What follows belongs to an exercise in optimizing a design on an open flow for small area; a production flow would make more cautious choices. Function was checked by simulation only, so behaviour that the tests miss may differ from the original. Power figures rest on the tool's default switching activity, not on a simulated workload.

File: design/flow/run.sh
#!/bin/bash
# synth_recipe.tcl (not shown) runs the flow's synth.tcl, then flattens the netlist and writes it again
# the make line also repeats each setting of config.mk as NAME=value (left out here)
make -C /OpenROAD-flow-scripts/flow DESIGN_CONFIG=/design/flow/config.mk WORK_HOME=/design/flow/orfs CLKGATE_MAP_FILE= SYNTH_SCRIPT=/design/flow/synth_recipe.tcl finish
File: design/flow/config.mk
export PLATFORM = sky130hd
export DESIGN_NAME = top
export DESIGN_NICKNAME = top
export VERILOG_FILES = /design/flow/design.v
export SDC_FILE = /design/flow/constraint.sdc
export NUM_CORES = 4
export LEC_CHECK = 0
export CAP_MARGIN = 20
export CORE_MARGIN = 2
export CORE_UTILIZATION = 40
export SLEW_MARGIN = 20
File: design/flow/design.v
module clock_divider(reset, clk, enable, clkdiv4);
  input reset, clk, enable;
  output clkdiv4;
  reg [1:0] cnt;
  assign clkdiv4 = (cnt==2'd3);
  always@ (posedge reset or posedge clk)
    if (reset) cnt <= 0;
    else if(enable) 
      if(clkdiv4) cnt <= 0; 
		else cnt <= cnt + 1;
endmodule
module TwentyFiveMHz(clk, reset, en_nxt);
	input clk, reset;
	output en_nxt;
	wire clk25MHz;
	clock_divider i1 (reset, clk, 1'b1, clk25MHz);
	assign en_nxt = clk25MHz;
endmodule
module HorizontalCnt(vga_clk, en, reset, HcntValue, VcntEnable);
	input vga_clk, en, reset;
	output reg [9:0] HcntValue;
	output reg VcntEnable;
	always @(posedge vga_clk or posedge reset) begin
		if (reset) begin
			HcntValue <= 0;
			VcntEnable <= 0;
		end
		else if (en) begin
			if(HcntValue < 800) begin
				HcntValue <= HcntValue + 1;
				VcntEnable <= 0;
			end
			else begin
				HcntValue <= 0;
				VcntEnable <=1;
			end
		end
	end
endmodule
module VerticalCnt(vga_clk, en, reset, VcntEnable, VcntValue);
	input vga_clk, en, reset, VcntEnable;
	output reg [8:0] VcntValue;
	always @(posedge vga_clk or posedge reset) begin
		if (reset) VcntValue <= 0;
		else if (en) begin
			if(VcntEnable == 1'b1)
				if(VcntValue < 449) VcntValue <= VcntValue + 1;
				else VcntValue <= 0;				
		end
	end
endmodule
module kbd_protocol (reset, clk, en, ps2clk, ps2data, scancode, enable);
  input        reset, clk, en, ps2clk, ps2data;
  output [7:0] scancode;
  output reg enable;
  reg    [7:0] scancode;
  reg    [7:0] ps2clksamples;  
  always @(posedge clk or posedge reset)
    if (reset) ps2clksamples <= 8'd0;
      else if (en) ps2clksamples <= {ps2clksamples[7:0], ps2clk};
  wire fall_edge;  
  assign fall_edge = (ps2clksamples[7:4] == 4'hF) & (ps2clksamples[3:0] == 4'h0);
  reg    [9:0] shift;    
  reg    [3:0] cnt;      
  reg          f0;       
  always @(posedge clk or posedge reset)
    begin
    if (reset) 
      begin
        enable   <= 1'd0;
        cnt      <= 4'd0;
        scancode <= 8'd0;
        shift    <= 10'd0;
        f0       <= 1'b0;
      end  
     else if (en)
      begin
       enable <= 1'd0;
       if (fall_edge)
         begin
           if (cnt == 4'd10)  
             begin
               cnt <= 0;
               if ((shift[0] == 0) && (ps2data == 1) && (^shift[9:1]==1))  
                 begin
                   if (f0)  
                     begin
                       scancode <= shift[8:1];
                       f0       <= 0;
                       enable    <= 1;
                     end
                    else if (shift[8:1] == 8'hF0) f0 <= 1'b1;
                 end  
             end
            else
             begin
               shift <= {ps2data, shift[9:1]};  
               cnt <= cnt+1;
             end
         end
      end
    end
endmodule
module vgasync(reset, clk25, en, HcntValue, VcntValue, hsync, vsync, r, g, b, scancode, enable);
input clk25, en, enable, reset;
input [7:0] scancode;
input [9:0] HcntValue;
input [8:0] VcntValue;
output hsync, vsync;
output [2:0] r, g, b;
wire [3:0] section;
reg [8:0] r_rgb1, r_rgb2, r_rgb3, r_rgb4, r_rgb5, r_rgb6;
reg [4:0] zone;
reg [2:0] red1, green1, blue1;
reg [2:0] red2, green2, blue2;
reg [2:0] red3, green3, blue3;
reg [2:0] red4, green4, blue4;
reg [2:0] red5, green5, blue5;
reg [2:0] red6, green6, blue6;
reg r_check1, g_check1, b_check1;
reg r_check2, g_check2, b_check2;
reg r_check3, g_check3, b_check3;
reg r_check4, g_check4, b_check4;
reg r_check5, g_check5, b_check5;
reg r_check6, g_check6, b_check6;
assign hsync = (HcntValue > (16 - 1) && HcntValue < (16 + 96 - 1)) ? 0:1;  
assign vsync = (VcntValue > (12 - 1) && VcntValue < (12 + 2 - 1)) ? 1:0;  
assign section =	 (HcntValue > (16 + 96 + 48) && HcntValue <= ((16 + 96 + 48) + 213) && VcntValue > (12 + 2 + 35) && VcntValue <= ((12 + 2 + 35) + 200)) ? 4'd1 :																	
					    (HcntValue > ((16 + 96 + 48) + 213) && HcntValue <= ((16 + 96 + 48) + 2 * 213) && VcntValue > (12 + 2 + 35) && VcntValue <= ((12 + 2 + 35) + 200)) ? 4'd2 : 
					    (HcntValue > ((16 + 96 + 48) + 2 * 213) && HcntValue <= ((16 + 96 + 48) + 3 * 213) && VcntValue > (12 + 2 + 35) && VcntValue <= ((12 + 2 + 35) + 200)) ? 4'd3 : 
					    (HcntValue > (16 + 96 + 48) && HcntValue <= ((16 + 96 + 48) + 213) && VcntValue > ((12 + 2 + 35) + 200) && VcntValue <= ((12 + 2 + 35) + 2 * 200)) ? 4'd4 : 
                	 (HcntValue > ((16 + 96 + 48) + 213) && HcntValue <= ((16 + 96 + 48) + 2 * 213) && VcntValue > ((12 + 2 + 35) + 200) && VcntValue <= ((12 + 2 + 35) + 2 * 200)) ? 4'd5 : 
					    (HcntValue > ((16 + 96 + 48) + 2 * 213) && HcntValue <= ((16 + 96 + 48) + 3 * 213) && VcntValue > ((12 + 2 + 35) + 200) && VcntValue <= ((12 + 2 + 35) + 2 * 200)) ? 4'd6 : 4'd0;
always @(posedge clk25 or posedge reset) 
begin
	if(reset)
		begin
			zone<=0;
			{red1, green1, blue1, r_check1, g_check1, b_check1, r_rgb1} <= 21'd0;
			{red2, green2, blue2, r_check2, g_check2, b_check2, r_rgb2} <= 21'd0;
			{red3, green3, blue3, r_check3, g_check3, b_check3, r_rgb3} <= 21'd0;
			{red4, green4, blue4, r_check4, g_check4, b_check4, r_rgb4} <= 21'd0;
			{red5, green5, blue5, r_check5, g_check5, b_check5, r_rgb5} <= 21'd0;
			{red6, green6, blue6, r_check6, g_check6, b_check6, r_rgb6} <= 21'd0;
		end
	else if(en && enable)
	begin
		zone <=(scancode == 8'h16) ? 4'd1 :  
				 (scancode == 8'h1E) ? 4'd2 :  
				 (scancode == 8'h26) ? 4'd3 :  
				 (scancode == 8'h25) ? 4'd4 :  
				 (scancode == 8'h2E) ? 4'd5 :  
				 (scancode == 8'h36) ? 4'd6 :  
				 (scancode == 8'h76) ? 4'd0 : zone; 
		if(zone==1)
			begin
			if (scancode==8'h2D) begin  
					if(!r_check1) begin
						red1 <= (red1 + 3'd1);
						if(red1 == 3'd6) r_check1 <= 1;
					end
					else if(r_check1) begin
						red1 <= (red1 - 3'd1);
						if(red1 == 3'd1) r_check1 <= 0;
					end				
            end
			else if (scancode == 8'h34) begin  
					if(!g_check1) begin
						green1 <= (green1 + 3'd1);
						if(green1 == 3'd6) g_check1 <= 1;
					end
					else if(g_check1) begin
						green1 <= (green1 - 3'd1);
						if(green1 == 3'd1) g_check1 <= 0;
					end
            end
			else if(scancode == 8'h32) begin  
					if(!b_check1) begin
						blue1 <= (blue1 + 3'd1);
						if(blue1 == 3'd6) b_check1 <= 1;
					end
					else if(b_check1) begin
						blue1 <= (blue1 - 3'd1);
						if(blue1 == 3'd1) b_check1 <= 0;
					end
        end
		  r_rgb1 <= {blue1, green1, red1};
			end
		if(zone==2)
			begin
			if (scancode == 8'h2D) begin  
					if(!r_check2) begin
						red2 <= (red2 + 3'd1);
						if(red2 == 3'd6) r_check2 <= 1;
					end
					else if(r_check2) begin
						red2 <= (red2 - 3'd1);
						if(red2 == 3'd1) r_check2 <= 0;
					end				
            end
			else if (scancode == 8'h34) begin  
					if(!g_check2) begin
						green2 <= (green2 + 3'd1);
						if(green2 == 3'd6) g_check2 <= 1;
					end
					else if(g_check2) begin
						green2 <= (green2 - 3'd1);
						if(green2 == 3'd1) g_check2 <= 0;
					end
            end
			else if(scancode == 8'h32) begin  
					if(!b_check2) begin
						blue2 <= (blue2 + 3'd1);
						if(blue2 == 3'd6) b_check2 <= 1;
					end
					else if(b_check2) begin
						blue2 <= (blue2 - 3'd1);
						if(blue2 == 3'd1) b_check2 <= 0;
					end
         end
		  r_rgb2 <= {blue2, green2, red2};
			end
		if(zone==3) 
			begin
			if (scancode == 8'h2D) begin  
					if(!r_check3) begin
						red3 <= (red3 + 3'd1);
						if(red3 == 3'd6) r_check3 <= 1;
					end
					else if(r_check3) begin
						red3 <= (red3 - 3'd1);
						if(red3 == 3'd1) r_check3 <= 0;
					end				
            end
			else if (scancode == 8'h34) begin  
					if(!g_check3) begin
						green3 <= (green3 + 3'd1);
						if(green3 == 3'd6) g_check3 <= 1;
					end
					else if(g_check3) begin
						green3 <= (green3 - 3'd1);
						if(green3 == 3'd1) g_check3 <= 0;
					end
            end
			else if(scancode == 8'h32) begin  
					if(!b_check3) begin
						blue3 <= (blue3 + 3'd1);
						if(blue3 == 3'd6) b_check3 <= 1;
					end
					else if(b_check3) begin
						blue3 <= (blue3 - 3'd1);
						if(blue3 == 3'd1) b_check3 <= 0;
					end
         end
		  r_rgb3 <= {blue3, green3, red3};
		  end
		if(zone==4) 
			begin
			if (scancode == 8'h2D) begin  
					if(!r_check4) begin
						red4 <= (red4 + 3'd1);
						if(red4 == 3'd6) r_check4 <= 1;
					end
					else if(r_check4) begin
						red4 <= (red4 - 3'd1);
						if(red4 == 3'd1) r_check4 <= 0;
					end				
            end
			else if (scancode == 8'h34) begin  
					if(!g_check4) begin
						green4 <= (green4 + 3'd1);
						if(green4 == 3'd6) g_check4 <= 1;
					end
					else if(g_check4) begin
						green4 <= (green4 - 3'd1);
						if(green4 == 3'd1) g_check4 <= 0;
					end
            end
			else if(scancode == 8'h32) begin  
					if(!b_check4) begin
						blue4 <= (blue4 + 3'd1);
						if(blue4 == 3'd6) b_check4 <= 1;
					end
					else if(b_check4) begin
						blue4 <= (blue4 - 3'd1);
						if(blue4 == 3'd1) b_check4 <= 0;
					end
         end
		  r_rgb4 <= {blue4, green4, red4};
			end
		if(zone==5) 
			begin
			if (scancode == 8'h2D) begin  
					if(!r_check5) begin
						red5 <= (red5 + 3'd1);
						if(red5 == 3'd6) r_check5 <= 1;
					end
					else if(r_check5) begin
						red5 <= (red5 - 3'd1);
						if(red5 == 3'd1) r_check5 <= 0;
					end				
            end
			else if (scancode == 8'h34) begin  
					if(!g_check5) begin
						green5 <= (green5 + 3'd1);
						if(green5 == 3'd6) g_check5 <= 1;
					end
					else if(g_check5) begin
						green5 <= (green5 - 3'd1);
						if(green5 == 3'd1) g_check5 <= 0;
					end
            end
			else if(scancode == 8'h32) begin  
					if(!b_check5) begin
						blue5 <= (blue5 + 3'd1);
						if(blue5 == 3'd6) b_check5 <= 1;
					end
					else if(b_check5) begin
						blue5 <= (blue5 - 3'd1);
						if(blue5 == 3'd1) b_check5 <= 0;
					end
         end
		  r_rgb5 <= {blue5, green5, red5};
			end
		if(zone==6) 
			begin
			if (scancode == 8'h2D) begin  
					if(!r_check6) begin
						red6 <= (red6 + 3'd1);
						if(red6 == 3'd6) r_check6 <= 1;
					end
					else if(r_check6) begin
						red6 <= (red6 - 3'd1);
						if(red6 == 3'd1) r_check6 <= 0;
					end				
            end
			else if (scancode == 8'h34) begin  
					if(!g_check6) begin
						green6 <= (green6 + 3'd1);
						if(green6 == 3'd6) g_check6 <= 1;
					end
					else if(g_check6) begin
						green6 <= (green6 - 3'd1);
						if(green6 == 3'd1) g_check6 <= 0;
					end
            end
			else if(scancode == 8'h32) begin  
					if(!b_check6) begin
						blue6 <= (blue6 + 3'd1);
						if(blue6 == 3'd6) b_check6 <= 1;
					end
					else if(b_check6) begin
						blue6 <= (blue6 - 3'd1);
						if(blue6 == 3'd1) b_check6 <= 0;
					end
         end
		  r_rgb6 <= {blue6, green6, red6};
			end
		if(zone == 0)  
			begin
				r_rgb1 <= 9'b000000000;
				r_rgb2 <= 9'b000000000;
				r_rgb3 <= 9'b000000000;
				r_rgb4 <= 9'b000000000;
				r_rgb5 <= 9'b000000000;
				r_rgb6 <= 9'b000000000;
			end
		end
end
assign {b, g, r} = (section == 4'd1) ? r_rgb1 :
						 (section == 4'd2) ? r_rgb2 :
						 (section == 4'd3) ? r_rgb3 :
						 (section == 4'd4) ? r_rgb4 :
						 (section == 4'd5) ? r_rgb5 :
						 (section == 4'd6) ? r_rgb6 : {3'h0, 3'h0, 3'h0};
endmodule
module top(reset, clk, ps2clk, ps2data, hsync, vsync, red, green, blue);
	input reset, clk;
	input ps2clk, ps2data;
	output hsync, vsync;
	output [2:0] red, green, blue;
	wire [9:0] Hcount;
	wire [8:0] Vcount;
	wire clk25;
	wire Venable;
	wire enable;
	wire [7:0]scancode;
	TwentyFiveMHz cl25(clk, reset, clk25);
	HorizontalCnt hcnt(clk, clk25, reset, Hcount, Venable);
	VerticalCnt vcnt(clk, clk25, reset, Venable, Vcount);
	kbd_protocol kbdp (reset, clk, clk25, ps2clk, ps2data, scancode, enable);
	vgasync vga(reset, clk, clk25, Hcount, Vcount, hsync, vsync, red, green, blue, scancode, enable);
endmodule
File: design/flow/constraint.sdc
create_clock -name core_clock -period 10.0 [get_ports {clk}]
set_input_delay 2.0000 -clock core_clock [delete_from_list [all_inputs] [get_ports {clk}]]
set_output_delay 2.0000 -clock core_clock [all_outputs]
set_load 0.01 [all_outputs]
==> results.txt <==
* Status: timing/DRC/antenna clean
* All-Layer GR Usage at 0.166
* Yosys top cell area share at 0.465
* Nets at 1088
* RSZ-0062 raised after global routing: false
* Setup TNS at 0 ps
* Leakage at 4.77 nW
* Grt ovf at 0
* Crit path cell chain: inv_1, ha_1, o21bai_1, a211oi_2, a2111o_1, or2_0, o21ai_1, a32oi_1, clkdlybuf4s50_1
* Final std cells w/o fill at 1340
* Critical path arrival at 3810 ps
* Post-DP HPWL at 14.4 mm
* Initial antenna violation count at 1
* Vias in the first global route at 6843
* Top FF cell, synth: dfrtp_1
* Peak Freq at 172 MHz
* Clock buffer depth at 2
* Asr flop ratio synth at 1.00
* Worst setup EP type: output port
* DIE HEIGHT at 161 microns
* Die W at 161 microns
* First-pass GRT wire length at 34.5 mm
* CTS sink count at 183
* Vias post-DR at 6932
* Resized Gates After CTS at 0
* Post-synth EDFFs at 0
* Pre-CTS setup slack at 4690 ps
* Worst Setup Start Kind: flop
* Max IR drop VDD at 0.103 mV
* Final setup fails at 0
* Inst Count DP at 1307
* Initial Utilization at 0.406
* Die area at 0.0259 sq mm
* Cell variety after synth at 69
* Dpl cell area at 0.0103 sq mm
* Max stage delay cell, worst path: clkdlybuf4s50_1
* Least-Margin Pin Slew at 944 ps
* Layout cell share with drive strength beyond 1 at 0.0759
* Cts bufs inserted at 17
* Slew HR at 0.370
* Final Cell Area at 0.0109 sq mm
* Seq/Total Area, Yosys at 0.465
* Clock latency (worst-skew pair) at 440 ps
* Syn Area/Cell at 9.84 sq um
* Syn Nets at 1087
* Syn-to-layout area delta at 10.7%
* Setup slack after layout at 4190 ps
* Critical path type: flop to output port
* Routability cong. at 0.888
* Minimum clock period at 5810 ps
* Port Buffers at 14
* Buffer count from post-CTS setup fixing at 0
* Yosys synthesis warning count at 5
* Synth area leaders: dfrtp_1 46%, ha_1 10%, nand2_1 6.1%, o21ai_0 4.3%, xor2_1 3.6%
* Wire length per cell at 15.2 microns
* Clock Pin Slew Worst Setup and Hold Paths at 70 ps
* Core Area at 0.0242 sq mm
* Flops & latches, synth at 183
* H-Tree Depth at 4
* Hold slack at 437 ps
* Final Hold Fails at 0
* Crit path max fanout at 19
* Clk root buf: clkbuf_16
* First DRT Iteration DRCs at 384
* Final ANT Viol Nets at 0
* Post-synth top cells: 183 x dfrtp_1, 160 x nand2_1, 84 x o21ai_0, 82 x ha_1, 61 x nor2_1
* Max incr delay on CP at 620 ps
* Hold Buf Count CTS at 0
* Clk_skew at 14.2 ps
* MaxCap Viol Count at 0
* I/O Pins at 15
* Hold Crit Class: flop to flop
* Synthesized cell area at 0.00985 sq mm
* Most area-hungry cell type in the Yosys netlist: dfrtp_1
* Largest net degree at the start of global routing at 76
* Crit share post-route at 0.581
* Most numerous cell in the Yosys netlist: dfrtp_1
* Final wirelength at 20.3 mm
* Required @ worst endpoint at 8000 ps
* CTS tree: built
* Remaining DRCs at 0
* FF-to-FF setup slack at 7360 ps
* Vias/cell at 5.17
* Count of final max-slew check failures at 0
* Row count at 57
* Drt pass-1 iters at 5
* Mapped Cells at 1001
* PwrDens at 137 mW/mm^2
==> registers in the layout, summed over array words and instances, names as in the netlist, 4 cells and up <==
name and flops:
vga.r_rgb5 9, vga.r_rgb4 9, vga.r_rgb1 9, vga.r_rgb2 9, vcnt.VcntValue 9, vga.r_rgb6 9, vga.r_rgb3 9, kbdp.shift 10
kbdp.ps2clksamples 8, kbdp.cnt 4, hcnt.HcntValue 10, kbdp.scancode 8
==> per-layer routing <==
| layer | GRT usage | vias up | wire length [microns] |
|---|---|---|---|
| met5 | 0 | - | 0 |
| met4 | 0.0629 | 0 | 337 |
| met3 | 0.0238 | 24 | 607 |
| met2 | 0.256 | 102 | 9270 |
| met1 | 0.237 | 3361 | 10100 |
| li1 | - | 3445 | - |
==> cells by family (layout without fill, tap and decap cells) <==
group,after synthesis,after routing,synth area share
simple gates,315,315,0.145
compound gates,224,224,0.143
flops,183,183,0.465
buf+inv,87,101,0.0367
fa+ha+maj,82,82,0.104
xor+xnor,65,65,0.0578
mux,45,45,0.0492
other cells,0,1,0
==> worst paths after layout <==
kind                                               startpoint                  endpoint  cells after the start
worst max-delay path            vcnt.VcntValue[1]$_DFFE_PP0P_                    red[2]                      9
worst min-delay path                 cl25.i1.cnt[0]$_DFF_PP0_  cl25.i1.cnt[0]$_DFF_PP0_                      1
worst max register to register       cl25.i1.cnt[0]$_DFF_PP0_  vga.g_check3$_DFFE_PP0P_                      8
worst min register to register       cl25.i1.cnt[0]$_DFF_PP0_  cl25.i1.cnt[0]$_DFF_PP0_                      1
max in group asynchronous                               reset  vga.g_check6$_DFFE_PP0P_                      3
min in group asynchronous                               reset   kbdp.cnt[2]$_DFFE_PP0P_                      2
==> worst max-delay path, delay by kind of cell (launching register included) <==
family | cells | cell delay [ps]
AOI/OAI and AO/OA | 5 | 1530
buffers and inverters | 2 | 700
DFF | 1 | 510
and+or+nand+nor | 1 | 450
adders and majority gates | 1 | 190
==> metrics by stage <==
step | power, mW | util
finish | 1.49 | 0.450
global route | 1.54 | 0.450
CTS | 1.51 | 0.450
detailed placement | 0.777 | 0.423
global placement | 0.777 | 0.423
floorplan | 0.770 | -
==> layout by cell type, fill, tap and decap left out, drive strengths merged, types with 5 or more instances in the layout <==
cell type / instances
o31ai: 7
nand2b: 5
clkbuf: 18
nor3: 25
mux2: 27
inv: 58
a21oi: 54
ha: 82
clkdlybuf4s50: 14
mux2i: 18
xor2: 41
o21a: 10
dfrtp: 183
o21ai: 100
nand4: 8
nor2b: 12
nor2: 62
a31o: 8
nand3: 13
xnor2: 24
nand2: 160
a22o: 13
a32oi: 9
==> final cells by class <==
class	count	area, sq um
Antenna cell	1	2.50
Clock buffer	18	439
Clock inverter	14	205
Fill cell	2341	13300
Inverter	51	196
Multi-Input combinational cell	731	4910
Sequential cell	183	4580
Tap cell	324	405
Timing Repair Buffer	18	170
==> report_power, final <==
group          internal (mW)  leakage, nW  switching [mW]
combinational        0.00307         1.93          0.0150
clock                  0.414        0.319           0.316
sequential             0.741         2.52         0.00148
total                   1.16         4.77           0.333

[what the ideal ports hide]
The flow's constraints put no driver on any port. The routed layout listed below was extracted and timed again, unchanged, in two steps. Step 1, drivers: a clkbuf_16 drives clk and a buf_2 each remaining input, both assumed. Step 2 moves the port delays by t, midway between the first and last clock arrival at a register: inputs arrive t later, outputs are due t later. That takes back most of the time a late clock gives input paths. a / b / c = no drivers / after step 1 / after step 2; a / b = the first two.
shift t [ns]: 0.474
setup WS [ns]: 4.194 / 4.150 / 4.624
cell pins on the clock port's net: 1
After both steps setup and hold are still met in this run. The setup slack of this run moves by -0.044 ns with the drivers and by +0.430 ns with both steps.
